This design comes from an exercise in tuning for small area on the open sky130 flow, not from production work. RTL that was checked went through simulation tests only; none was proved equivalent to the original. No functional check of the RTL was part of run 4. Power and IR drop assume default switching activity.

### design/flow/constraint.sdc
create_clock -name core_clock -period 7.0 [get_ports {clk}]
set_input_delay 1.4000 -clock core_clock [delete_from_list [all_inputs] [get_ports {clk}]]
set_output_delay 1.4000 -clock core_clock [all_outputs]
set_load 0.01 [all_outputs]
### design/flow/flow/run.sh
#!/bin/bash
# The standard ORFS layout (standard.sh), with two changes to what it inserts:
# the port buffers are the smallest buffer cell, and the clock tree is built
# from few buffers without dummy loads.
set -euo pipefail
export BUFFER_PORTS_ARGS="-buffer_cell sky130_fd_sc_hd__buf_1"
export CTS_ARGS="-sink_clustering_enable -repair_clock_nets -dont_use_dummy_load -sink_clustering_size 50 -sink_clustering_max_diameter 500 -buf_list sky130_fd_sc_hd__clkbuf_8 -root_buf sky130_fd_sc_hd__clkbuf_8"
bash standard.sh finish > standard.log 2>&1
### design/flow/standard.sh
#!/bin/bash
# synth_recipe.tcl (not shown) runs the flow's synth.tcl, then flattens the netlist and writes it again
# the make line also repeats each setting of config.mk as NAME=value (left out here)
make -C /OpenROAD-flow-scripts/flow DESIGN_CONFIG=/design/flow/config.mk WORK_HOME=/design/flow/orfs CLKGATE_MAP_FILE= SYNTH_SCRIPT=/design/flow/synth_recipe.tcl "${@:-finish}"
### design/flow/config.mk
export PLATFORM = sky130hd
export DESIGN_NAME = vending_machine
export DESIGN_NICKNAME = vending_machine
export VERILOG_FILES = /design/flow/design.v
export SDC_FILE = /design/flow/constraint.sdc
export NUM_CORES = 4
export LEC_CHECK = 0
export CAP_MARGIN = 20
export CORE_MARGIN = 2
export CORE_UTILIZATION = 40
export SLEW_MARGIN = 20
### design/flow/design.v
module vending_machine (
	clk,
	reset_n,
	i_input_coin,
	i_select_item,
	i_trigger_return,
	o_available_item,
	o_output_item,
	o_return_coin
);
	input clk;
	input reset_n;
	input [3-1:0] i_input_coin;
	input [4-1:0] i_select_item;
	input i_trigger_return;
	output [4-1:0] o_available_item;
	output [4-1:0] o_output_item;
	output [3-1:0] o_return_coin;
	localparam [3:0] S_T0  = 4'd0;
	localparam [3:0] S_T10 = 4'd10;
	localparam [3:0] S_O0  = 4'd11;
	localparam [3:0] S_O1  = 4'd12;
	localparam [3:0] S_O2  = 4'd13;
	localparam [3:0] S_O3  = 4'd14;
	localparam [3:0] S_RET = 4'd15;
	localparam HB = 25 - 6;            
	reg [25-1:0] credit;               
	reg [3:0] state;
	wire [5:0] lo = credit[5:0];
	wire [HB-1:0] hi = credit[25-1:6];
	wire hi_nz = |hi;
	wire ge1  = hi_nz | (|lo);
	wire ge4  = hi_nz | (|lo[5:2]);
	wire ge5  = hi_nz | (|lo[5:3]) | (lo[2] & (lo[1] | lo[0]));
	wire ge10 = hi_nz | (|lo[5:4]) | (lo[3] & (lo[2] | lo[1]));
	wire ge20 = hi_nz | lo[5] | (lo[4] & (lo[3] | lo[2]));
	wire returning = (state == S_RET);
	reg [5:0] delta;
	reg [3:0] state_nxt;
	reg [3:0] s_dec;
	always @(*) begin
		case (state)
			4'd1: s_dec = 4'd0;
			4'd2: s_dec = 4'd1;
			4'd3: s_dec = 4'd2;
			4'd4: s_dec = 4'd3;
			4'd5: s_dec = 4'd4;
			4'd6: s_dec = 4'd5;
			4'd7: s_dec = 4'd6;
			4'd8: s_dec = 4'd7;
			4'd9: s_dec = 4'd8;
			4'd10: s_dec = 4'd9;
			4'd11: s_dec = 4'd9;
			4'd12: s_dec = 4'd9;
			4'd13: s_dec = 4'd9;
			4'd14: s_dec = 4'd9;
			default: s_dec = 4'd9;
		endcase
	end
	always @(*) begin
		delta = 6'd0;
		if (returning) begin
			if (ge10) delta = -6'sd10;
			else if (ge5) delta = -6'sd5;
			else if (ge1) delta = -6'sd1;
			state_nxt = ge1 ? S_RET : S_T10;
		end
		else if (i_trigger_return)
			state_nxt = S_RET;
		else if (i_input_coin[0]) begin
			delta = 6'd1;
			state_nxt = S_T10;
		end
		else if (i_input_coin[1]) begin
			delta = 6'd5;
			state_nxt = S_T10;
		end
		else if (i_input_coin[2]) begin
			delta = 6'd10;
			state_nxt = S_T10;
		end
		else if (i_select_item[0]) begin
			if (ge4) delta = -6'sd4;
			state_nxt = ge4 ? S_O0 : S_T10;
		end
		else if (i_select_item[1]) begin
			if (ge5) delta = -6'sd5;
			state_nxt = ge5 ? S_O1 : S_T10;
		end
		else if (i_select_item[2]) begin
			if (ge10) delta = -6'sd10;
			state_nxt = ge10 ? S_O2 : S_T10;
		end
		else if (i_select_item[3]) begin
			if (ge20) delta = -6'sd20;
			state_nxt = ge20 ? S_O3 : S_T10;
		end
		else if (!ge1)
			state_nxt = S_T10;
		else if (state == S_T0)
			state_nxt = S_RET;
		else
			state_nxt = s_dec;
	end
	wire [6:0] lo_sum = {1'b0, lo} + {1'b0, delta};
	wire neg = delta[5];
	wire up = lo_sum[6] & ~neg;
	wire dn = ~lo_sum[6] & neg;
	wire [HB:0] tog;
	assign tog[0] = up | dn;
	genvar i;
	generate
		for (i = 0; i < HB; i = i + 1) begin : g_cnt
			assign tog[i+1] = tog[i] & (hi[i] ^ dn);
		end
	endgenerate
	wire [HB-1:0] hi_nxt = hi ^ tog[HB-1:0];
	always @(posedge clk) begin
		if (!reset_n) begin
			credit <= 0;
			state <= S_T10;
		end
		else begin
			credit <= {hi_nxt, lo_sum[5:0]};
			state <= state_nxt;
		end
	end
	assign o_available_item = {ge20, ge10, ge5, ge4};
	assign o_output_item = {state == S_O3, state == S_O2, state == S_O1, state == S_O0};
	assign o_return_coin = returning ? {ge10, ~ge10 & ge5, ~ge5 & ge1} : 3'b000;
endmodule
==> summary.md, run 1 <==
| Metric | Value |
|---|---|
| Number of buffers and inverters on the critical path | `0` |
| Mean instance size in the synthesized netlist | `8.04 um^2` |
| Post-CTS Repair Setup Buffers | `0` |
| Total routing usage reported by global routing | `15.8%` |
| Post-DP Area | `2290 um^2` |
| Adder-cell area share of the yosys netlist | `7.11%` |
| Fraction of power consumed by combinational cells | `29.4%` |
| Antenna viol nets, final | `0` |
| Final-layout setup total negative slack | `0 ps` |
| Unique cell type count in the Yosys netlist | `54` |
| Floorplan die height | `78.5 um` |
| Largest stage delay on the critical path | `710 ps` |
| Antenna violations before repair | `0` |
| Status | `timing/DRC/antenna clean` |
| Post-CTS resize count | `0` |
| Number of vias per cell | `5.33` |
| Placement Rows | `27` |
| Number of buffers inserted during clock tree synthesis | `5` |
| Number of search-and-repair iterations in the first detailed-routing pass | `5` |
| Sequential cell fraction of total power | `42.7%` |
| Top area cells in the synthesized netlist | `sky130_fd_sc_hd__dfxtp_1 (26%), sky130_fd_sc_hd__and2_1 (6.5%), sky130_fd_sc_hd__ha_1 (6.2%), sky130_fd_sc_hd__xnor2_1 (5.5%), sky130_fd_sc_hd__xor2_1 (5.1%)` |
| Fraction of synthesized cell area taken by the top area cell type | `26.2%` |
| Path category of the worst min-delay check | `flip-flop to flip-flop` |
| Area overhead of the layout relative to synthesis | `6.32%` |
| Proportion of synthesized chip area in sequential cells | `26.2%` |
| Compound-Gate Fraction of Synth Area | `17.5%` |
| Critical path type | `flip-flop to flip-flop` |
| Overall power | `0.428 mW` |
| Wire length per cell | `12.9 um` |
| Pins over their slew limit | `0` |
| Maximum number of pins on one net before global-route repair | `28` |
| Crit path capture type | `flip-flop` |
| DP HPWL | `3460 um` |
| Final Hold Violating Endpoints | `0` |
| Mapped Nets | `298` |
| Final cell area excluding filler cells | `2360 um^2` |
| Largest area contributor in the netlist | `sky130_fd_sc_hd__dfxtp_1` |
| Number of ports placed on the die boundary | `21` |
| Vias in the first global route | `1,728` |
| Share of the core filled with cells | `43.4%` |
| Root Driver | `sky130_fd_sc_hd__clkbuf_8` |
| FFs w/ async S/R, synth | `0%` |
| Number of antenna cells inserted | `0` |
| Setup ws final | `982 ps` |
| Clock tree from TritonCTS | `done` |
| Arrival time of the worst setup path | `6240 ps` |
| Net count of the finished layout | `308` |
| Count of routing violations after the opening detailed-route iteration | `159` |
| IO Port Bufs | `20` |
| Most numerous cell in the Yosys netlist | `sky130_fd_sc_hd__dfxtp_1` |
| Part of the power in the clock network | `27.9%` |
| Die width | `78.5 um` |
| Grt ovf | `0` |
| Global-route wire length before repair | `7870 um` |
| Worst setup slack before clock tree synthesis | `968 ps` |
| CTS H-tree depth | `2` |
| Ratio of cells with drive above 1 in the final layout | `5.28%` |
| Filler cell count in the final layout | `561` |
| Critical Path, Cell by Cell | `nor4_1 -> nand4_1 -> or4_1 -> and2_1 -> nand2_1 -> o221ai_1 -> ha_1 -> fa_1 -> a21oi_1 -> o21bai_1 -> a21o_1 -> a21oi_1 -> ha_1 -> or4b_4 -> a221oi_4 -> and3_1 -> nand2_4 -> or3_1 -> a21boi_1` |
| Count of placed standard cells in the final layout, fillers left out | `356` |
| Net switching share of the total power | `33.7%` |
| Post-detailed-route DRC marker count | `0` |
| Relative slew slack | `44.8%` |
| Core region area | `5440 um^2` |
| Maximum capacitance violations | `0` |
| List of most frequent post-synthesis cells | `sky130_fd_sc_hd__dfxtp_1 (29), sky130_fd_sc_hd__and2_1 (23), sky130_fd_sc_hd__nor2_1 (19)` |
| Final period util | `86.0%` |
| Initial core utilization | `40.8%` |
| Achievable frequency | `166 MHz` |
| Hold WS | `490 ps` |
| Final Skew | `19.3 ps` |
| Cell with the largest stage delay on the worst path | `sky130_fd_sc_hd__or4_1` |
| Simple-gate share of the synthesized area | `32.0%` |
| Post-CTS Hold Fix Bufs | `0` |
| Number of clock sinks | `29` |
| Max IR drop VDD | `0.134 mV` |
| Share of synthesized area spent on multiplexers | `0.451%` |
| Launching element type of the critical path | `flip-flop` |
| Leak Pwr | `1.05 nW` |
| Internal Power | `0.284 mW` |
| Worst Max-Slew Pin Slew | `827 ps` |
| Synth Register Bits | `29` |
| Syn. warnings | `1` |
| Clock Path Buffers | `2` |
| Clock-pin slew of the registers on the worst-case setup and hold paths | `70 ps` |
| Peak fanout along the critical path | `24` |
| Minimum clock period | `6020 ps` |
| Number of cells produced by synthesis | `276` |
| Worst-Skew Late Latency | `280 ps` |
| Total net switching power | `0.144 mW` |
| Largest family of logic cells by synthesized area | `simple AND/OR/NAND/NOR gates` |
| Unrepaired setup endpoints after global routing | `false` |
| Number of setup violations in the final report | `0` |
| CP top delay family | `simple AND/OR/NAND/NOR gates` |
| Power per Cell Area | `182 nW/um^2` |
| Global placement routability congestion | `0.869` |
| Routed WL | `4600 um` |
| Area of the mapped netlist | `2220 um^2` |
| Number of synthesized flops with an enable pin | `0` |
| Synthesized-area fraction occupied by xor and xnor cells | `10.7%` |
| Overall via count from detail_route | `1,897` |
| Required time at the worst-slack endpoint | `7220 ps` |
| Main synth FF type | `sky130_fd_sc_hd__dfxtp_1` |
| Count of placed standard cells including taps | `351` |
| Area of the die | `6160 um^2` |
==> cell families (layout without fill, tap and decap cells) <==
logic type | Yosys count | after routing
flops | 29 | 29
buf+inv | 27 | 35
mux | 1 | 1
simple gates | 123 | 123
fa+ha+maj | 12 | 12
xor+xnor | 27 | 27
compound gates | 57 | 57
==> placed cells by master (no fill, tap or decap), types with 3 or more instances in the layout <==
master	Yosys	layout
sky130_fd_sc_hd__o21ai_0	14	14
sky130_fd_sc_hd__a31oi_1	4	4
sky130_fd_sc_hd__inv_1	9	9
sky130_fd_sc_hd__nor2b_1	3	3
sky130_fd_sc_hd__xnor2_1	14	14
sky130_fd_sc_hd__nand3_1	4	4
sky130_fd_sc_hd__a21oi_1	13	13
sky130_fd_sc_hd__xor2_1	13	13
sky130_fd_sc_hd__dfxtp_1	29	29
sky130_fd_sc_hd__clkbuf_8	0	5
sky130_fd_sc_hd__nor4_1	5	5
sky130_fd_sc_hd__and3_1	6	6
sky130_fd_sc_hd__nor3_1	9	9
sky130_fd_sc_hd__nand2_1	17	17
sky130_fd_sc_hd__buf_1	1	20
sky130_fd_sc_hd__nand2b_1	8	8
sky130_fd_sc_hd__a21boi_0	3	3
sky130_fd_sc_hd__nand4b_1	3	3
sky130_fd_sc_hd__or3_1	8	8
sky130_fd_sc_hd__nor2_1	19	19
sky130_fd_sc_hd__and2_1	23	23
sky130_fd_sc_hd__nand3b_1	5	5
sky130_fd_sc_hd__a21boi_1	3	3
sky130_fd_sc_hd__ha_1	11	11
==> routing by layer <==
| layer | global-route usage (%) | part of all wire (%) | wire length (um) |
|---|---|---|---|
| met3 | 3.45 | 4.0 | 185 |
| met4 | 3.68 | 0.87 | 40 |
| met1 | 21.7 | 51 | 2340 |
| met5 | 0 | 0 | 0 |
| met2 | 25.3 | 44 | 2030 |
==> layout make-up <==
class	count	area (um^2)	share of cell area, %
Inverter	9	33.8	1.43
Multi-Input combinational cell	220	1500	63.7
Tap cell	72	90.1	3.82
Timing Repair Buffer	21	82.6	3.50
Clock buffer	5	68.8	2.92
Sequential cell	29	581	24.6
==> path summary, 6_finish.rpt <==
kind / startpoint / to / slack (ps) / cells after the start
setup / recovery: credit[21] / credit[23] / 980 / 19
setup reg to reg: credit[21] / credit[23] / 980 / 19
hold / removal: credit[24] / credit[24] / 490 / 2
hold reg to reg: credit[24] / credit[24] / 490 / 2
==> tightest hold or removal path, stage by stage (launching register included) <==
cell and delay (ps):
sky130_fd_sc_hd__dfxtp_1 320, sky130_fd_sc_hd__o21ai_0 70, sky130_fd_sc_hd__a21boi_1 60
==> state kept, by name, indices dropped and copies added, names as in the netlist <==
| signal | cells |
|---|---|
| credit | 25 |
| state | 4 |
==> power groups by stage <==
stage / combinational (mW) / clock, mW / sequential (mW)
finish: 0.126 / 0.120 / 0.183
global route: 0.143 / 0.130 / 0.184
CTS: 0.125 / 0.125 / 0.183
detailed placement: 0.124 / 0 / 0.186
global placement: 0.125 / 0 / 0.186
floorplan: 0.110 / 0 / 0.182
==> run 2: changes to the inputs <==
==> design/flow/run.sh (new file) <==
#!/bin/bash
# synth_recipe.tcl (not shown) runs the flow's synth.tcl, then flattens the netlist and writes it again
# the make line also repeats each setting of config.mk as NAME=value (left out here)
make -C /OpenROAD-flow-scripts/flow DESIGN_CONFIG=/design/flow/config.mk WORK_HOME=/design/flow/orfs CLKGATE_MAP_FILE= SYNTH_SCRIPT=/design/flow/synth_recipe.tcl finish
removed: design/flow/flow/run.sh
removed: design/flow/standard.sh
==> run 2 against run 1 <==
- setup slack improved by 220 ps
- die area unchanged
- clock power increased by 16%
- largest power group unchanged
- highest routed layer unchanged
==> summary.md, run 2 <==
| Metric | Value |
|---|---|
| Status | `timing/DRC/antenna clean` |
| Root Driver | `sky130_fd_sc_hd__clkbuf_8` |
| Post-CTS Repair Setup Buffers | `0` |
| Number of setup violations in the final report | `0` |
| Most numerous cell in the Yosys netlist | `sky130_fd_sc_hd__dfxtp_1` |
| Final-layout setup total negative slack | `0 ps` |
| Count of placed standard cells including taps | `351` |
| Registers with the most flip-flops | `credit: 25 flops, state: 4 flops` |
| Fraction of synthesized cell area taken by the top area cell type | `26.2%` |
| Vias in the first global route | `1,776` |
| Leading cell types in the layout, fill and taps excluded | `sky130_fd_sc_hd__dfxtp_1 (29), sky130_fd_sc_hd__and2_1 (23), sky130_fd_sc_hd__clkdlybuf4s50_1 (20)` |
| Relative slew slack | `48.5%` |
| Overall power | `0.465 mW` |
| Clock Path Buffers | `2` |
| Net count of the finished layout | `308` |
| Arrival time of the worst setup path | `6000 ps` |
| Pins over their slew limit | `0` |
| Post-detailed-route DRC marker count | `0` |
| Worst Max-Slew Pin Slew | `770 ps` |
| Area overhead of the layout relative to synthesis | `12.7%` |
| Minimum clock period | `5790 ps` |
| Number of antenna cells inserted | `0` |
| Unrepaired setup endpoints after global routing | `false` |
| Count of routing violations after the opening detailed-route iteration | `113` |
| Final Hold Violating Endpoints | `0` |
| Post-DP Area | `2410 um^2` |
| Number of search-and-repair iterations in the first detailed-routing pass | `4` |
| Number of ports placed on the die boundary | `21` |
| Antenna violations before repair | `0` |
| Core region area | `5440 um^2` |
| Initial core utilization | `40.8%` |
| Grt ovf | `0` |
| Maximum capacitance violations | `0` |
| Power per Cell Area | `186 nW/um^2` |
| Achievable frequency | `173 MHz` |
| Count of placed standard cells in the final layout, fillers left out | `358` |
| DP HPWL | `3490 um` |
| Leak Pwr | `1.11 nW` |
| Max IR drop VDD | `0.128 mV` |
| Ratio of cells with drive above 1 in the final layout | `5.59%` |
| Path category of the worst min-delay check | `flip-flop to flip-flop` |
| Number of cells produced by synthesis | `276` |
| CTS H-tree depth | `2` |
| Max FFs per register | `25` |
| Total routing usage reported by global routing | `16.6%` |
| Overall via count from detail_route | `1,924` |
| Number of vias per cell | `5.37` |
| Maximum number of pins on one net before global-route repair | `28` |
| Hold WS | `482 ps` |
| Clock tree from TritonCTS | `done` |
| Global placement routability congestion | `0.915` |
| Crit path capture type | `flip-flop` |
| FFs w/ async S/R, synth | `0%` |
| Post-CTS resize count | `0` |
| Proportion of synthesized chip area in sequential cells | `26.2%` |
| Largest stage delay on the critical path | `740 ps` |
| List of most frequent post-synthesis cells | `sky130_fd_sc_hd__dfxtp_1 (29), sky130_fd_sc_hd__and2_1 (23), sky130_fd_sc_hd__nor2_1 (19)` |
| Placement Rows | `27` |
| Mapped Nets | `298` |
| Most flops, register | `credit` |
| Launching element type of the critical path | `flip-flop` |
| Syn. warnings | `1` |
| Antenna viol nets, final | `0` |
| Area of the mapped netlist | `2220 um^2` |
| Cell with the largest stage delay on the worst path | `sky130_fd_sc_hd__or4_1` |
| Critical Path, Cell by Cell | `nor4_1 -> nand4_1 -> or4_1 -> and2_1 -> nand2_1 -> o221ai_1 -> ha_1 -> fa_1 -> a21oi_1 -> o21bai_1 -> a21o_1 -> a21oi_1 -> ha_1 -> or4b_4 -> a221oi_4 -> and3_1 -> nand2_4 -> or3_1 -> a21boi_1` |
| IO Port Bufs | `20` |
| Number of buffers inserted during clock tree synthesis | `5` |
| Wire length per cell | `13.2 um` |
| Global-route wire length before repair | `8290 um` |
| Required time at the worst-slack endpoint | `7210 ps` |
| Final Skew | `3.74 ps` |
| Synth Register Bits | `29` |
| CP top delay family | `simple AND/OR/NAND/NOR gates` |
| Top area cells in the synthesized netlist | `sky130_fd_sc_hd__dfxtp_1 (26%), sky130_fd_sc_hd__and2_1 (6.5%), sky130_fd_sc_hd__ha_1 (6.2%), sky130_fd_sc_hd__xnor2_1 (5.5%), sky130_fd_sc_hd__xor2_1 (5.1%)` |
| Number of buffers and inverters on the critical path | `0` |
| Largest area contributor in the netlist | `sky130_fd_sc_hd__dfxtp_1` |
| Area of the die | `6160 um^2` |
| Final cell area excluding filler cells | `2500 um^2` |
| Peak fanout along the critical path | `9` |
| Post-CTS Hold Fix Bufs | `0` |
| Worst-Skew Late Latency | `280 ps` |
| Mean instance size in the synthesized netlist | `8.04 um^2` |
| Number of clock sinks | `29` |
| Routed WL | `4720 um` |
| Unique cell type count in the Yosys netlist | `54` |
| Main synth FF type | `sky130_fd_sc_hd__dfxtp_1` |
| Critical path type | `flip-flop to flip-flop` |
| Floorplan die height | `78.5 um` |
| Most common cell after layout, fill and taps aside | `sky130_fd_sc_hd__dfxtp_1` |
| Number of synthesized flops with an enable pin | `0` |
| Die width | `78.5 um` |
| Clock-pin slew of the registers on the worst-case setup and hold paths | `60 ps` |
| Final period util | `82.8%` |
## run 2: cell count changes in the layout (fill, tap and decap cells not counted), sizes merged
cell	before	now
clkdlybuf4s50	0	20
clkbuf	5	7
buf	21	1
## run 2: cells by family after synthesis
| group | count (synthesis) | synth area share (%) |
|---|---|---|
| simple gates | 123 | 32.0 |
| compound gates | 57 | 17.5 |
| flops | 29 | 26.2 |
| xor+xnor | 27 | 10.7 |
| buf+inv | 27 | 6.09 |
| fa+ha+maj | 12 | 7.11 |
| mux | 1 | 0.451 |
## run 2: metal layers
metal,vias to the layer above,part of all wire (%),track usage (%)
met5,-,0,0
met4,0,1.8,5.26
met3,11,4.3,3.45
met2,43,42,24.2
met1,887,52,24.4
li1,983,-,-
## run 2: layout make-up
type | count | area, um^2
Sequential cell | 29 | 581
Multi-Input combinational cell | 220 | 1500
Tap cell | 72 | 90.1
Timing Repair Buffer | 21 | 208
Inverter | 9 | 33.8
Fill cell | 535 | 2940
Clock buffer | 7 | 86.3
## run 2: final timing paths
| check | startpoint | slack (ps) | depth (start not counted) | to |
|---|---|---|---|---|
| worst min-delay path | credit[24] | 480 | 2 | credit[24] |
| worst max-delay path | credit[21] | 1210 | 19 | credit[22] |
| worst min register to register | credit[24] | 480 | 2 | credit[24] |
| worst max register to register | credit[21] | 1210 | 19 | credit[22] |
## run 2: worst reg2reg max path: stages (launching register included)
cell and delay [ps]:
sky130_fd_sc_hd__dfxtp_1 380, sky130_fd_sc_hd__nor4_1 370, sky130_fd_sc_hd__nand4_1 310, sky130_fd_sc_hd__or4_1 740, sky130_fd_sc_hd__and2_1 260, sky130_fd_sc_hd__nand2_1 90
sky130_fd_sc_hd__o221ai_1 130, sky130_fd_sc_hd__ha_1 230, sky130_fd_sc_hd__fa_1 400, sky130_fd_sc_hd__a21oi_1 190, sky130_fd_sc_hd__o21bai_1 110, sky130_fd_sc_hd__a21o_1 190
sky130_fd_sc_hd__a21oi_1 140, sky130_fd_sc_hd__ha_1 330, sky130_fd_sc_hd__or4b_4 530, sky130_fd_sc_hd__a221oi_4 350, sky130_fd_sc_hd__and3_1 380, sky130_fd_sc_hd__nand2_4 110
sky130_fd_sc_hd__or3_1 350, sky130_fd_sc_hd__a21boi_1 130
## run 2: power breakdown
part | internal (mW) | switching, mW | total [mW] | leakage, nW
sequential | 0.173 | 0.0101 | 0.183 | 0.235
combinational | 0.0638 | 0.0800 | 0.144 | 0.832
clock | 0.0778 | 0.0607 | 0.139 | 0.0443
## run 2: per-stage QoR
| step | utilization (%) | setup slack (ps) |
|---|---|---|
| 2_1_floorplan | - | 2020 |
| 3_3_place_gp | 44.4 | 1080 |
| 3_5_place_dp | 44.4 | 1070 |
| 4_1_cts | 46.0 | 1150 |
| 5_1_grt | 46.0 | 727 |
| 6_report | 46.0 | 1210 |
==> run 3: changes to the inputs <==
==> design/flow/flow/run.sh (new file) <==
#!/bin/bash
# Own layout flow: the standard ORFS flow (standard.sh) with three changes.
#  - Synthesis runs the standard flow's synthesis script unchanged, except that ABC maps
#    the logic with flow/area.abc (deep AIG optimisation, then area-oriented
#    mapping) and Yosys's full/half-adder extraction is off
#    (ADDER_MAP_FILE empty). Registers are mapped before ABC, as before.
#  - Every port gets a buffer, of the smallest buffer cell (buf_1).
#  - The clock tree is built from clkbuf_4 cells, without dummy loads.
set -euo pipefail
W=$PWD
cat "$W/flow/abc_override.tcl" "$W/synth_recipe.tcl" > "$W/own_synth.tcl"
export MY_ABC_SCRIPT="$W/flow/area.abc"
export BUFFER_PORTS_ARGS="-buffer_cell sky130_fd_sc_hd__buf_1"
export CTS_ARGS="-sink_clustering_enable -repair_clock_nets -dont_use_dummy_load -buf_list sky130_fd_sc_hd__clkbuf_4 -root_buf sky130_fd_sc_hd__clkbuf_4"
bash standard.sh SYNTH_SCRIPT="$W/own_synth.tcl" ADDER_MAP_FILE= finish > "$W/standard.log" 2>&1
==> design/flow/flow/abc_override.tcl (new file) <==
# Run ABC with the script named by MY_ABC_SCRIPT instead of ORFS's.
proc abc {args} {
  set i [lsearch -exact $args -script]
  if { $i >= 0 } { lset args [expr {$i + 1}] $::env(MY_ABC_SCRIPT) }
  yosys abc {*}$args
}
==> design/flow/flow/area.abc (new file) <==
strash
&get -n
&deepsyn -J 100 -T 100
&put
dch -f
amap
==> design/flow/standard.sh (new file) <==
#!/bin/bash
# synth_recipe.tcl (not shown) runs the flow's synth.tcl, then flattens the netlist and writes it again
# the make line also repeats each setting of config.mk as NAME=value (left out here)
make -C /OpenROAD-flow-scripts/flow DESIGN_CONFIG=/design/flow/config.mk WORK_HOME=/design/flow/orfs CLKGATE_MAP_FILE= SYNTH_SCRIPT=/design/flow/synth_recipe.tcl "${@:-finish}"
removed: design/flow/run.sh
==> run 3 against run 2 <==
- largest cell class unchanged
- sequential cell count unchanged
- critical path depth is 16 higher
- global-route usage grew 0.070 points
- clock power shrank 38%
- final area down 25%
- power rose by 5.5%
- register-to-register slack worse by 400 ps
- largest power group is now combinational logic
- synthesized cell count down 6.5%
==> summary.md, run 3 <==
| Metric | Value |
|---|---|
| Cell with the largest stage delay on the worst path | `sky130_fd_sc_hd__or4_1` |
| Required time at the worst-slack endpoint | `7240 ps` |
| Proportion of synthesized chip area in sequential cells | `34.0%` |
| Overall via count from detail_route | `1,764` |
| Antenna violations before repair | `0` |
| CP Launch Point | `credit[14]` |
| Worst setup slack before clock tree synthesis | `525 ps` |
| Final period util | `88.4%` |
| Achievable frequency | `162 MHz` |
| Setup ws final | `810 ps` |
| Final Skew | `11.3 ps` |
| Minimum clock period | `6190 ps` |
| List of most frequent post-synthesis cells | `sky130_fd_sc_hd__nor2_1 (57), sky130_fd_sc_hd__clkinv_1 (40), sky130_fd_sc_hd__dfxtp_1 (29)` |
| Relative slew slack | `54.7%` |
| Unrepaired setup endpoints after global routing | `false` |
| DP HPWL | `2860 um` |
| Die width | `69.3 um` |
| Worst Max-Slew Pin Slew | `676 ps` |
| IO Port Bufs | `20` |
| Net count of the finished layout | `291` |
| Crit path capture type | `flip-flop` |
| Vias in the first global route | `1,559` |
| Peak fanout along the critical path | `5` |
| Max IR drop VDD | `0.115 mV` |
| Mapped Nets | `268` |
| Arrival time of the worst setup path | `6430 ps` |
| Floorplan die height | `69.3 um` |
| Leading cell types in the layout, fill and taps excluded | `sky130_fd_sc_hd__nor2_1 (57), sky130_fd_sc_hd__clkinv_1 (40), sky130_fd_sc_hd__dfxtp_1 (29)` |
| Area overhead of the layout relative to synthesis | `10.1%` |
| FFs w/ async S/R, synth | `0%` |
| Critical path type | `flip-flop to flip-flop` |
| Count of routing violations after the opening detailed-route iteration | `69` |
| CTS H-tree depth | `2` |
| Area of the die | `4810 um^2` |
| Global-route wire length before repair | `6580 um` |
| Unique cell type count in the Yosys netlist | `30` |
| Ratio of cells with drive above 1 in the final layout | `3.58%` |
| Number of search-and-repair iterations in the first detailed-routing pass | `4` |
| Most common cell after layout, fill and taps aside | `sky130_fd_sc_hd__nor2_1` |
| Max FFs per register | `25` |
| Syn. warnings | `1` |
| Leak Pwr | `0.624 nW` |
| Root Driver | `sky130_fd_sc_hd__clkbuf_4` |
| Post-DP Area | `1820 um^2` |
| Final Hold Violating Endpoints | `0` |
| Core region area | `4060 um^2` |
| Total routing usage reported by global routing | `16.7%` |
| Number of buffers inserted during clock tree synthesis | `5` |
| Fraction of synthesized cell area taken by the top area cell type | `34.0%` |
| Post-CTS Repair Setup Buffers | `0` |
| Worst-Skew Late Latency | `330 ps` |
| Number of cells on the worst reg-to-reg path | `35` |
| Final cell area excluding filler cells | `1880 um^2` |
| Initial core utilization | `42.1%` |
| Filler cell count in the final layout | `410` |
| Number of cells produced by synthesis | `258` |
| Most numerous cell in the Yosys netlist | `sky130_fd_sc_hd__nor2_1` |
| Launching point of the worst reg2reg path | `credit[14]` |
| Mean instance size in the synthesized netlist | `6.62 um^2` |
| Placement Rows | `23` |
| Pins over their slew limit | `0` |
| Number of vias per cell | `5.36` |
| Maximum capacitance violations | `0` |
| Routed WL | `3820 um` |
| Post-detailed-route DRC marker count | `0` |
| Launch point of the worst hold path | `credit[9]` |
| Global placement routability congestion | `0.864` |
| Overall power | `0.490 mW` |
| Maximum number of pins on one net before global-route repair | `25` |
| Area of the mapped netlist | `1710 um^2` |
| Final-layout setup total negative slack | `0 ps` |
| Number of ports placed on the die boundary | `21` |
| Number of clock sinks | `29` |
| Critical path's most frequent cell | `sky130_fd_sc_hd__nor2_1` |
| Wire length per cell | `11.6 um` |
| Power per Cell Area | `261 nW/um^2` |
| Clock tree from TritonCTS | `done` |
| Main synth FF type | `sky130_fd_sc_hd__dfxtp_1` |
| Path category of the worst min-delay check | `flip-flop to flip-flop` |
| Number of synthesized flops with an enable pin | `0` |
| Antenna viol nets, final | `0` |
| Number of setup violations in the final report | `0` |
| Largest area contributor in the netlist | `sky130_fd_sc_hd__dfxtp_1` |
| Top area cells in the synthesized netlist | `sky130_fd_sc_hd__dfxtp_1 (34%), sky130_fd_sc_hd__nor2_1 (13%), sky130_fd_sc_hd__clkinv_1 (8.8%), sky130_fd_sc_hd__a211oi_1 (6.2%), sky130_fd_sc_hd__nor3_1 (6.2%)` |
| Synth Register Bits | `29` |
| Status | `timing/DRC/antenna clean` |
| Most flops, register | `credit` |
| Launching element type of the critical path | `flip-flop` |
| Grt ovf | `0` |
| Clock-pin slew of the registers on the worst-case setup and hold paths | `90 ps` |
| Registers with the most flip-flops | `credit: 25 flops, state: 4 flops` |
| Clock Path Buffers | `2` |
| Number of antenna cells inserted | `0` |
| Largest stage delay on the critical path | `570 ps` |
| Min-Delay Path Depth | `2` |
[run 3: final timing paths]
kind | to | slack [ps]
worst max-delay path | credit[24] | 810
worst min-delay path | credit[9] | 480
worst max register to register | credit[24] | 810
worst min register to register | credit[9] | 480
[run 3: critical path, delay by kind of cell (launching register included)]
kind	cells	cell delay, ps
and+or+nand+nor	18	3260
buffers and inverters	4	410
DFF	1	350
AOI/OAI and AO/OA	13	2060
[run 3: per-stage QoR]
| step | cells | hold slack (ps) | utilization (%) |
|---|---|---|---|
| floorplan | 258 | 438 | - |
| global placement | 324 | 472 | 44.7 |
| detailed placement | 324 | 469 | 44.7 |
| CTS | 329 | 484 | 45.7 |
| global route | 329 | 518 | 46.3 |
| finish | 329 | 481 | 46.3 |
[run 3: layout make-up]
cell class              instances  area (um^2)  share of cell area [%]
inverters                      40          150                    7.98
repair buffers                 20         75.1                    3.99
clock buffers                   5         37.5                    2.00
well taps                      50         62.6                    3.33
flip-flops and latches         29          581                    30.9
multi-input cells             185          975                    51.8
[run 3: where the power goes]
part           switching (mW)  internal, mW  total [mW]  leakage, nW
Sequential             0.0179         0.183       0.200        0.236
Clock                  0.0531        0.0334      0.0865       0.0230
Combinational           0.136        0.0673       0.203        0.365
Total                   0.207         0.283       0.490        0.624
[run 3: routing by layer]
layer / vias up / part of all wire (%) / global-route usage (%)
li1: 955 / - / -
met3: 14 / 6.1 / 4.94
met4: 0 / 3.0 / 10.5
met1: 739 / 49 / 20.8
met5: - / 0 / 0
met2: 56 / 42 / 25.2
[run 3: logic make-up after synthesis]
kind of cell           Yosys count  share of synthesized area [%]
and+or+nand+nor                119                           30.2
AOI/OAI and AO/OA               66                           25.3
buffers and inverters           44                           10.5
DFF                             29                           34.0
[run 3: what timing repair did]
action                                  CTS  global route
hold buffers                              0             0
gates resized for setup                   0             7
hold endpoints to repair                  0             0
endpoints found under the setup margin    0             2
==> run 4: changes to the inputs <==
==> design/flow/design.v (replaced) <==
module vending_machine (
	clk,
	reset_n,
	i_input_coin,
	i_select_item,
	i_trigger_return,
	o_available_item,
	o_output_item,
	o_return_coin
);
	input clk;
	input reset_n;
	input [3-1:0] i_input_coin;
	input [4-1:0] i_select_item;
	input i_trigger_return;
	output [4-1:0] o_available_item;
	output [4-1:0] o_output_item;
	output [3-1:0] o_return_coin;
	localparam [3:0] S_T0  = 4'd4;
	localparam [3:0] S_T10 = 4'd14;
	localparam [3:0] S_O0  = 4'd0;
	localparam [3:0] S_O1  = 4'd1;
	localparam [3:0] S_O2  = 4'd2;
	localparam [3:0] S_O3  = 4'd3;
	localparam [3:0] S_RET = 4'd15;
	localparam LB = 5;                       
	localparam HB = 25 - LB;           
	reg [25-1:0] credit;               
	reg [3:0] state;
	wire [LB-1:0] lo = credit[LB-1:0];
	wire [HB-1:0] hi = credit[25-1:LB];
	wire hi_nz = |hi;
	wire ge1  = hi_nz | (lo >= 1);
	wire ge4  = hi_nz | (lo >= 4);
	wire ge5  = hi_nz | (lo >= 5);
	wire ge10 = hi_nz | (lo >= 10);
	wire ge20 = hi_nz | (lo >= 20);
	wire returning = (state == S_RET);
	reg [LB-1:0] delta;
	reg neg;
	reg [3:0] state_nxt;
	reg [3:0] s_dec;
	always @(*) begin
		case (state)
			4'd5: s_dec = 4'd4;
			4'd6: s_dec = 4'd5;
			4'd7: s_dec = 4'd6;
			4'd8: s_dec = 4'd7;
			4'd9: s_dec = 4'd8;
			4'd10: s_dec = 4'd9;
			4'd11: s_dec = 4'd10;
			4'd12: s_dec = 4'd11;
			4'd13: s_dec = 4'd12;
			4'd14: s_dec = 4'd13;
			4'd0: s_dec = 4'd13;
			4'd1: s_dec = 4'd13;
			4'd2: s_dec = 4'd13;
			4'd3: s_dec = 4'd13;
			default: s_dec = 4'd13;
		endcase
	end
	always @(*) begin
		delta = 0;
		neg = 0;
		if (returning) begin
			if (ge10) begin delta = -10; neg = 1; end
			else if (ge5) begin delta = -5; neg = 1; end
			else if (ge1) begin delta = -1; neg = 1; end
			state_nxt = ge1 ? S_RET : S_T10;
		end
		else if (i_trigger_return)
			state_nxt = S_RET;
		else if (i_input_coin[0]) begin
			delta = 1;
			state_nxt = S_T10;
		end
		else if (i_input_coin[1]) begin
			delta = 5;
			state_nxt = S_T10;
		end
		else if (i_input_coin[2]) begin
			delta = 10;
			state_nxt = S_T10;
		end
		else if (i_select_item[0]) begin
			if (ge4) begin delta = -4; neg = 1; end
			state_nxt = ge4 ? S_O0 : S_T10;
		end
		else if (i_select_item[1]) begin
			if (ge5) begin delta = -5; neg = 1; end
			state_nxt = ge5 ? S_O1 : S_T10;
		end
		else if (i_select_item[2]) begin
			if (ge10) begin delta = -10; neg = 1; end
			state_nxt = ge10 ? S_O2 : S_T10;
		end
		else if (i_select_item[3]) begin
			if (ge20) begin delta = -20; neg = 1; end
			state_nxt = ge20 ? S_O3 : S_T10;
		end
		else if (!ge1)
			state_nxt = S_T10;
		else if (state == S_T0)
			state_nxt = S_RET;
		else
			state_nxt = s_dec;
	end
	wire [LB:0] lo_sum = {1'b0, lo} + {1'b0, delta};
	wire up = lo_sum[LB] & ~neg;
	wire dn = ~lo_sum[LB] & neg;
	wire fwd_in = ~(hi[HB-1] ^ hi[2]);
	wire bwd_in = ~(hi[0] ^ hi[3]);
	wire [HB-1:0] hi_up = {hi[HB-2:0], fwd_in};
	wire [HB-1:0] hi_dn = {bwd_in, hi[HB-1:1]};
	wire [HB-1:0] hi_nxt = up ? hi_up : dn ? hi_dn : hi;
	always @(posedge clk) begin
		if (!reset_n) begin
			credit <= 0;
			state <= S_T10;
		end
		else begin
			credit <= {hi_nxt, lo_sum[LB-1:0]};
			state <= state_nxt;
		end
	end
	assign o_available_item = {ge20, ge10, ge5, ge4};
	assign o_output_item = {state == S_O3, state == S_O2, state == S_O1, state == S_O0};
	assign o_return_coin = returning ? {ge10, ~ge10 & ge5, ~ge5 & ge1} : 3'b000;
endmodule
==> run 4 against run 3 <==
- clock power shrank 2.8%
- power grew 18%
- critical path type is now input pin to flip-flop
- first-iteration DRC count is 45% lower
- worst hold slack worse by 9.6 ps
- largest cell class unchanged
- wire length shrank 11%
- setup slack better by 960 ps
- global-route usage increased by 0.71 points
- final area fell by 8.7%
==> summary.md, run 4 <==
| Metric | Value |
|---|---|
| Status | `timing/DRC/antenna clean` |
| Main synth FF type | `sky130_fd_sc_hd__dfxtp_1` |
| Part of the power in the clock network | `14.6%` |
| Die width | `66.7 um` |
| Final Skew | `25.7 ps` |
| Root Driver | `sky130_fd_sc_hd__clkbuf_4` |
| Clock tree from TritonCTS | `done` |
| Post-detailed-route DRC marker count | `0` |
| Area overhead of the layout relative to synthesis | `9.06%` |
| Arrival time of the worst setup path | `5400 ps` |
| Launch point of the worst hold path | `credit[0]` |
| Crit path capture type | `flip-flop` |
| Number of synthesized flops with an enable pin | `0` |
| Post-CTS Repair Setup Buffers | `0` |
| Synth Register Bits | `29` |
| CTS H-tree depth | `2` |
| Max IR drop VDD | `0.167 mV` |
| Net switching share of the total power | `45.3%` |
| Unique cell type count in the Yosys netlist | `27` |
| End of the worst hold path | `credit[0]` |
| Launching element type of the critical path | `input pin` |
| Antenna viol nets, final | `0` |
| Area of the die | `4450 um^2` |
| Fraction of synthesized cell area taken by the top area cell type | `36.9%` |
| Post-CTS resize count | `0` |
| Net count of the finished layout | `249` |
| Sequential cell fraction of total power | `34.4%` |
| Final Hold Violating Endpoints | `0` |
| Relative slew slack | `50.6%` |
| Top area cells in the synthesized netlist | `sky130_fd_sc_hd__dfxtp_1 (37%), sky130_fd_sc_hd__o22a_1 (11%), sky130_fd_sc_hd__o21ai_0 (10%), sky130_fd_sc_hd__clkinv_1 (9.1%), sky130_fd_sc_hd__nor2_1 (6.9%)` |
| Number of vias per cell | `5.29` |
| Syn. warnings | `1` |
| Final-layout setup total negative slack | `0 ps` |
| Leak Pwr | `0.562 nW` |
| Fraction of power consumed by combinational cells | `51.0%` |
| Pins over their slew limit | `0` |
| Global-route wire length before repair | `5800 um` |
| Required time at the worst-slack endpoint | `7170 ps` |
| FFs w/ async S/R, synth | `0%` |
| Leading cell types in the layout, fill and taps excluded | `sky130_fd_sc_hd__clkinv_1 (38), sky130_fd_sc_hd__o21ai_0 (33), sky130_fd_sc_hd__nor2_1 (29), sky130_fd_sc_hd__dfxtp_1 (29)` |
| Ratio of cells with drive above 1 in the final layout | `2.11%` |
| Number of ports placed on the die boundary | `21` |
| Filler cell count in the final layout | `395` |
| Initial core utilization | `42.4%` |
| Achievable frequency | `191 MHz` |
| Maximum number of pins on one net before global-route repair | `22` |
| R2r endpoint | `credit[24]` |
| Number of antenna cells inserted | `0` |
| Max FFs per register | `25` |
| Overall via count from detail_route | `1,508` |
| Registers with the most flip-flops | `credit: 25 flops, state: 4 flops` |
| Number of cells produced by synthesis | `216` |
| Number of clock sinks | `29` |
| List of most frequent post-synthesis cells | `sky130_fd_sc_hd__clkinv_1 (38), sky130_fd_sc_hd__o21ai_0 (33), sky130_fd_sc_hd__dfxtp_1 (29), sky130_fd_sc_hd__nor2_1 (29), sky130_fd_sc_hd__o22a_1 (20)` |
| Power per Cell Area | `336 nW/um^2` |
| Floorplan die height | `66.7 um` |
| Final period util | `74.7%` |
| Largest area contributor in the netlist | `sky130_fd_sc_hd__dfxtp_1` |
| Area of the mapped netlist | `1570 um^2` |
| Internal Power | `0.315 mW` |
| Path category of the worst min-delay check | `flip-flop to flip-flop` |
| Most common cell after layout, fill and taps aside | `sky130_fd_sc_hd__clkinv_1` |
| Minimum clock period | `5230 ps` |
| Maximum capacitance violations | `0` |
| Post-DP Area | `1680 um^2` |
| Mapped Nets | `226` |
| Number of buffers inserted during clock tree synthesis | `5` |
| Reg2Reg Setup Slack | `1990 ps` |
| Wire length per cell | `11.9 um` |
| Min-Delay Path Depth | `1` |
| DP HPWL | `2510 um` |
| Post-CTS Hold Fix Bufs | `0` |
| Most flops, register | `credit` |
| Peak fanout along the critical path | `21` |
| Grt ovf | `0` |
| Count of routing violations after the opening detailed-route iteration | `38` |
| Mean instance size in the synthesized netlist | `7.29 um^2` |
| Clock Path Buffers | `2` |
| Number of setup violations in the final report | `0` |
| Most numerous cell in the Yosys netlist | `sky130_fd_sc_hd__clkinv_1` |
| Vias in the first global route | `1,291` |
| Critical path type | `input pin to flip-flop` |
| Number of search-and-repair iterations in the first detailed-routing pass | `4` |
| Number of cells on the worst reg-to-reg path | `25` |
| Worst-Skew Late Latency | `320 ps` |
| Global placement routability congestion | `0.845` |
| Placement Rows | `22` |
| Launching point of the worst reg2reg path | `credit[22]` |
| Proportion of synthesized chip area in sequential cells | `36.9%` |
| Hold WS | `471 ps` |
| Unrepaired setup endpoints after global routing | `false` |
| Clock-pin slew of the registers on the worst-case setup and hold paths | `80 ps` |
| Total net switching power | `0.261 mW` |
| IO Port Bufs | `20` |
| Total routing usage reported by global routing | `17.4%` |
| Core region area | `3720 um^2` |
| Worst Max-Slew Pin Slew | `739 ps` |
| Final cell area excluding filler cells | `1720 um^2` |
| Routed WL | `3390 um` |
| Antenna violations before repair | `0` |
## run 4: changes by cell type after synthesis, moves of 11 or more
| cell | change |
|---|---|
| sky130_fd_sc_hd__o22a_1 | +20 |
| sky130_fd_sc_hd__nor3_1 | -13 |
| sky130_fd_sc_hd__nor2_1 | -28 |
| sky130_fd_sc_hd__a211oi_1 | -11 |
| sky130_fd_sc_hd__o21ai_0 | +17 |
| sky130_fd_sc_hd__nand2_1 | -12 |
## run 4: power groups by stage
stage          Sequential (mW)  Clock (mW)  Combinational, mW
2_1_floorplan            0.199           0              0.250
3_5_place_dp             0.202           0              0.291
5_1_grt                  0.202      0.0972              0.341
3_3_place_gp             0.202           0              0.293
4_1_cts                  0.198      0.0878              0.293
6_report                 0.198      0.0841              0.294
## run 4: cell families (layout without fill, tap and decap cells)
| kind of cell | after synthesis | after routing | synth area share (%) |
|---|---|---|---|
| buf+inv | 42 | 63 | 11.0 |
| simple gates | 70 | 70 | 20.7 |
| compound gates | 75 | 75 | 31.5 |
| flops | 29 | 29 | 36.9 |
## run 4: per-stage QoR
| stage | util (%) | std cells | power [mW] | worst slack [ps] |
|---|---|---|---|---|
| floorplan | - | 216 | 0.449 | 2530 |
| finish | 46.2 | 285 | 0.577 | 1770 |
| global placement | 45.2 | 280 | 0.496 | 1660 |
| global route | 46.2 | 285 | 0.640 | 1160 |
| CTS | 46.2 | 285 | 0.579 | 1830 |
| detailed placement | 45.2 | 280 | 0.493 | 1540 |
## run 4: worst max path at each step
stage	slack, ps	depth (start not counted)	to	from
floorplan	2530	23	credit[24]	i_select_item[1]
global placement	1660	20	credit[16]	i_select_item[1]
detailed placement	1540	20	credit[24]	i_select_item[1]
CTS	1830	20	credit[24]	i_select_item[1]
global route	1160	20	credit[24]	i_select_item[1]
finish	1770	20	credit[24]	i_select_item[1]
## run 4: worst max-delay path, cell delays in order
cell                       delay [ps]
sky130_fd_sc_hd__buf_1            130
sky130_fd_sc_hd__clkinv_1         120
sky130_fd_sc_hd__nor2_1           200
sky130_fd_sc_hd__nor2_1            90
sky130_fd_sc_hd__o21ai_0          110
sky130_fd_sc_hd__clkinv_1         160
sky130_fd_sc_hd__nor2_1           110
sky130_fd_sc_hd__nor2_1            40
sky130_fd_sc_hd__o21ai_0          290
sky130_fd_sc_hd__a21oi_1          140
sky130_fd_sc_hd__nand2_1          100
sky130_fd_sc_hd__o21ai_0          100
sky130_fd_sc_hd__nor2b_1          160
sky130_fd_sc_hd__or2_0            180
sky130_fd_sc_hd__o22ai_1          120
sky130_fd_sc_hd__nor2_1           180
sky130_fd_sc_hd__nand4_1          600
sky130_fd_sc_hd__nand3b_1         870
sky130_fd_sc_hd__o22a_1           230
sky130_fd_sc_hd__o21ai_0           90
## run 4: layout make-up
cell class / instances / area (um^2) / area share, %
Timing Repair Buffer: 20 / 75.1 / 4.37
Inverter: 38 / 143 / 8.31
Multi-Input combinational cell: 145 / 821 / 47.8
Tap cell: 48 / 60.1 / 3.50
Clock buffer: 5 / 37.5 / 2.19
Sequential cell: 29 / 581 / 33.8
## run 4: routing by layer
metal / up-vias / wire length (um) / global-route usage (%)
met5: - / 0 / 0
met3: 6 / 136 / 5.41
met4: 0 / 49 / 6.12
li1: 809 / - / -
met2: 29 / 1400 / 25.4
met1: 664 / 1810 / 24.1

==> static timing again, ports no longer ideal <==
The flow's constraints put no driver on any port. The routed layouts listed below were extracted and timed again, unchanged, in two steps.
Step 1, drivers: a clkbuf_16 drives clk and a buf_2 each remaining input, both assumed.
Step 2 moves the port delays by t, midway between the first and last clock arrival at a register: inputs arrive t later, outputs are due t later. That takes back most of the time a late clock gives input paths.
a / b / c = no drivers / after step 1 / after step 2; a / b = the first two.
run | t, ns | slack for setup (ns) | worst hold slack (ns) | slew at the worst register clock pin (ns) | pins driven straight from the clock port
run 1 | 0.300 | 0.982 / 0.982 / 0.954 | 0.490 / 0.490 / 0.490 | 0.07 / 0.07 | 1
run 2 | 0.302 | 1.205 / 1.205 / 1.055 | 0.482 / 0.482 / 0.482 | 0.06 / 0.06 | 1
run 3 | 0.348 | 0.810 / 0.810 / 0.810 | 0.481 / 0.481 / 0.481 | 0.09 / 0.09 | 1
run 4 | 0.333 | 1.769 / 1.760 / 1.427 | 0.471 / 0.471 / 0.471 | 0.09 / 0.09 | 1
After both steps every run listed still meets setup and hold. For run 4, which loses most, drivers alone change the setup slack by -0.009 ns; drivers and shift together by -0.342 ns.
